This is an optimization exercise on Yosys and OpenROAD, whose aim is small area, not a production implementation. In this exercise RTL edits were held to simulation tests only and were not proved equivalent to the original.

exp/tundra:
Design lif_neuron, start of the top module:
module lif_neuron (
    input  wire        clk,
    input  wire        rst,
    input  wire [15:0] threshold,
    input  wire [15:0] leak_rate,
    input  wire [7:0]  refractory,
    input  wire        leaky_enable,
    input  wire        reset_on_spike,
    input  wire [15:0] input_neuron_id,
    input  wire [7:0]  synapse_weight,
    input  wire        spike_in_valid,
    output wire        spike_in_ready,
    output reg  [15:0] output_neuron_id,
    output reg         spike_out_valid,
    input  wire        spike_out_ready,
    input  wire [15:0] neuron_id,
    output reg  [15:0] membrane_potential,
    output wire        in_refractory,
    output reg  [7:0]  refract_counter
);
For scale: roughly 43 flip-flops, roughly 130 I/O pins, ~7800 um2 of cells after synthesis.
==> flow/config.mk <==
export PLATFORM = sky130hd
export DESIGN_NAME = lif_neuron
export DESIGN_NICKNAME = lif_neuron
export VERILOG_FILES = /design/flow/design.v
export SDC_FILE = /design/flow/constraint.sdc
export NUM_CORES = 4
export LEC_CHECK = 0
export CAP_MARGIN = 5
export CORE_MARGIN = 2
export CORE_UTILIZATION = 65
export GPL_TIMING_DRIVEN = 0
export PLACE_DENSITY = 0.85
export SLEW_MARGIN = 5
export SYNTH_HIERARCHICAL = 1
export SYNTH_MINIMUM_KEEP_SIZE = 0
==> flow/constraint.sdc <==
create_clock -name core_clock -period 14.0 [get_ports {clk}]
set_input_delay 2.8000 -clock core_clock [delete_from_list [all_inputs] [get_ports {clk}]]
set_output_delay 2.8000 -clock core_clock [all_outputs]
set_load 0.01 [all_outputs]
standard.sh (not shown) runs the stock make flow with config.mk's settings and CLKGATE_MAP_FILE= SYNTH_SCRIPT=/design/flow/synth_recipe.tcl, a recipe that flattens the netlist after the stock synthesis.
==> flow/flow/run.sh <==
#!/bin/bash
# Standard ORFS layout (the standard.sh: standard synthesis, floorplan,
# placement, CTS, routing) with these changes:
# - after floorplan, flow/downsize.tcl sets combinational cells that synthesis
#   upsized back to drive strength 1 (repair steps size up what needs it);
# - the buffers that buffer_ports puts on every input and output port are the
#   smallest plain buffer (sky130_fd_sc_hd__buf_1) instead of the cell the
#   resizer picks by default;
# - clock tree synthesis uses clkbuf_8 buffers and no dummy loads;
# - synthesis (ABC) buffers are removed at floorplan (REMOVE_ABC_BUFFERS);
# make's whole output goes to make_finish.log; each ORFS step keeps its own
# log under orfs/logs/.
set -euo pipefail
cd "$(dirname "$0")/.."
bash standard.sh \
  "POST_FLOORPLAN_TCL=$PWD/flow/downsize.tcl" \
  "BUFFER_PORTS_ARGS=-buffer_cell sky130_fd_sc_hd__buf_1" \
  "CTS_ARGS=-sink_clustering_enable -repair_clock_nets -dont_use_dummy_load -buf_list sky130_fd_sc_hd__clkbuf_8" \
  "REMOVE_ABC_BUFFERS=1" \
  finish > make_finish.log 2>&1
==> flow/flow/downsize.tcl <==
# Sourced by ORFS at the end of floorplan (POST_FLOORPLAN_TCL).  Synthesis
# (ABC) maps small helper modules on their own and often picks a larger drive
# strength than the layout needs; set every combinational cell that has a
# size-1 variant of the same function back to size 1.  The later repair steps
# (repair_design, repair_timing) size cells up again where timing, slew or
# capacitance need it.  Flip-flops and clock cells are left alone.
set db [ord::get_db]
set block [ord::get_db_block]
set swapped 0
foreach inst [$block getInsts] {
  set master [$inst getMaster]
  set name [$master getName]
  if {![regexp {^(sky130_fd_sc_hd__[a-z0-9]+)_([0-9]+)$} $name -> base size]} { continue }
  if {$size <= 1} { continue }
  if {[regexp {__(df|sdf|edf|dl|clk|dly|conb|tap|fill|decap|diode)} $base]} { continue }
  set small [$db findMaster ${base}_1]
  if {$small eq "NULL" || $small eq ""} { continue }
  if {[$small getWidth] >= [$master getWidth]} { continue }
  $inst swapMaster $small
  incr swapped
}
puts "downsize.tcl: $swapped cells set to drive strength 1"
From the logs: exp/tundra reached the end of the flow and failed the layout checks with max-capacitance violations, max-slew violations.
diff inputs: exp/tundra => exp/sierra
- a change of CORE_UTILIZATION from 65 to 40
- a deleted PLACE_DENSITY that had been 0.85
Notes after the runs:
From exp/tundra to exp/sierra the numbers moved as follows: number of non-clock buffers went up; cell count went up; adder-cell area share of the yosys netlist did not really move; HPWL after detailed placement went up.
Of exp/sierra and exp/tundra, just one finished clean: exp/sierra.
Status exp/tundra: flow complete, layout not clean - max-capacitance violations, max-slew violations
For exp/yarrow, these inputs were changed with respect to exp/sierra:
- CORE_UTILIZATION changed from 40 to 55
- PLACE_DENSITY newly set to 0.9
### Flow results
exp/yarrow finished every step from synthesis to the final layout, and the layout passed the timing, design-rule and antenna checks. exp/sierra has lower time the final worst path needs with I/O delays and setup than exp/yarrow. Lower sequential fraction of total cell area was reported by exp/sierra, not exp/yarrow. Compared exp/yarrow vs exp/sierra, and number of global-route vias before repair is up in exp/yarrow. In the reports for exp/sierra and exp/yarrow, the smaller total global-route track usage belongs to exp/sierra. | final area | exp/yarrow vs exp/sierra | better |. Sort exp/sierra and exp/yarrow by relative area change from synthesis to final layout, descending, and exp/sierra comes first. The number of cells in the design after placement number comes out lower for exp/yarrow vs exp/sierra.
Here is what was changed in the inputs of exp/amber compared with exp/yarrow.
- PLACE_DENSITY changed from 0.9 to 0.75
Results
Every stage of the flow completed for exp/amber, and the final layout passed the timing, design-rule and antenna checks.
Fill cell total of the finished layout: exp/amber vs exp/yarrow up 91
| detailed-routing iteration count for the pre-antenna-repair pass | exp/amber vs exp/yarrow | 1 lower |
Compared with exp/yarrow, in exp/amber total number of vias down 329, worst-case reg-to-reg path depth went up.
Setup changes, exp/amber to exp/garnet
- clearing PLACE_DENSITY, which used to be 0.75
--- outcome ---
- Re amount of wire on met2 after detailed routing: exp/garnet and exp/amber aren't equal, and the higher value belongs to exp/garnet.
- exp/garnet: depth of the most critical reg-to-reg path 3.2% below exp/amber
- Share of the clock period used by the worst path was lower in exp/amber than in exp/garnet.
- In the tables for exp/garnet and exp/amber, global-route usage reads lower with exp/amber.
- When exp/garnet is measured against exp/amber, its worst setup slack turns out 180 ps lower.
- Between exp/amber and exp/garnet, the fraction of area in clock buffers and inverters figures differ only marginally.
- Wire length per cell of exp/garnet exceeds that of exp/amber by a little under 10%.
- In terms of critical path depth, exp/garnet and exp/amber differ only marginally.
- Worst setup path startpoint = leak_rate[9]: exp/garnet; worst setup path startpoint = leak_rate[13]: exp/amber
- When exp/garnet is measured against exp/amber, its via count turns out 0.74% higher.

what the ideal ports hide:
How much do the figures lean on ideal ports? The routed layouts below were timed once more, with nothing changed but the port constraints. Step 1: set_driving_cell puts a clkbuf_16 on clk and a buf_2 on each other input, an assumption about the parent block. Step 2 adds t to the input delays and takes it off the output delays; t is the mean of the earliest and latest rising clock arrival at the registers after step 1. Input paths then give back, and output paths get back, about the clock's delay inside the block. Three values: ideal, step 1, step 2; two values: the first two.
| run | t, ns | slack for setup (ns) | worst slew at a driven data input, ns | cell pins on the clock port's net |
|---|---|---|---|---|
| exp/tundra | 0.325 | 0.815 / 0.821 / 0.496 | 0.04 | 1 |
| exp/sierra | 0.315 | 0.829 / 0.831 / 0.516 | 0.05 | 1 |
| exp/yarrow | 0.308 | 0.819 / 0.816 / 0.507 | 0.04 | 1 |
| exp/amber | 0.320 | 0.982 / 0.987 / 0.667 | 0.05 | 1 |
| exp/garnet | 0.347 | 0.805 / 0.814 / 0.468 | 0.04 | 1 |
For exp/garnet, which loses most, drivers alone change the setup slack by +0.009 ns; drivers and shift together by -0.337 ns.
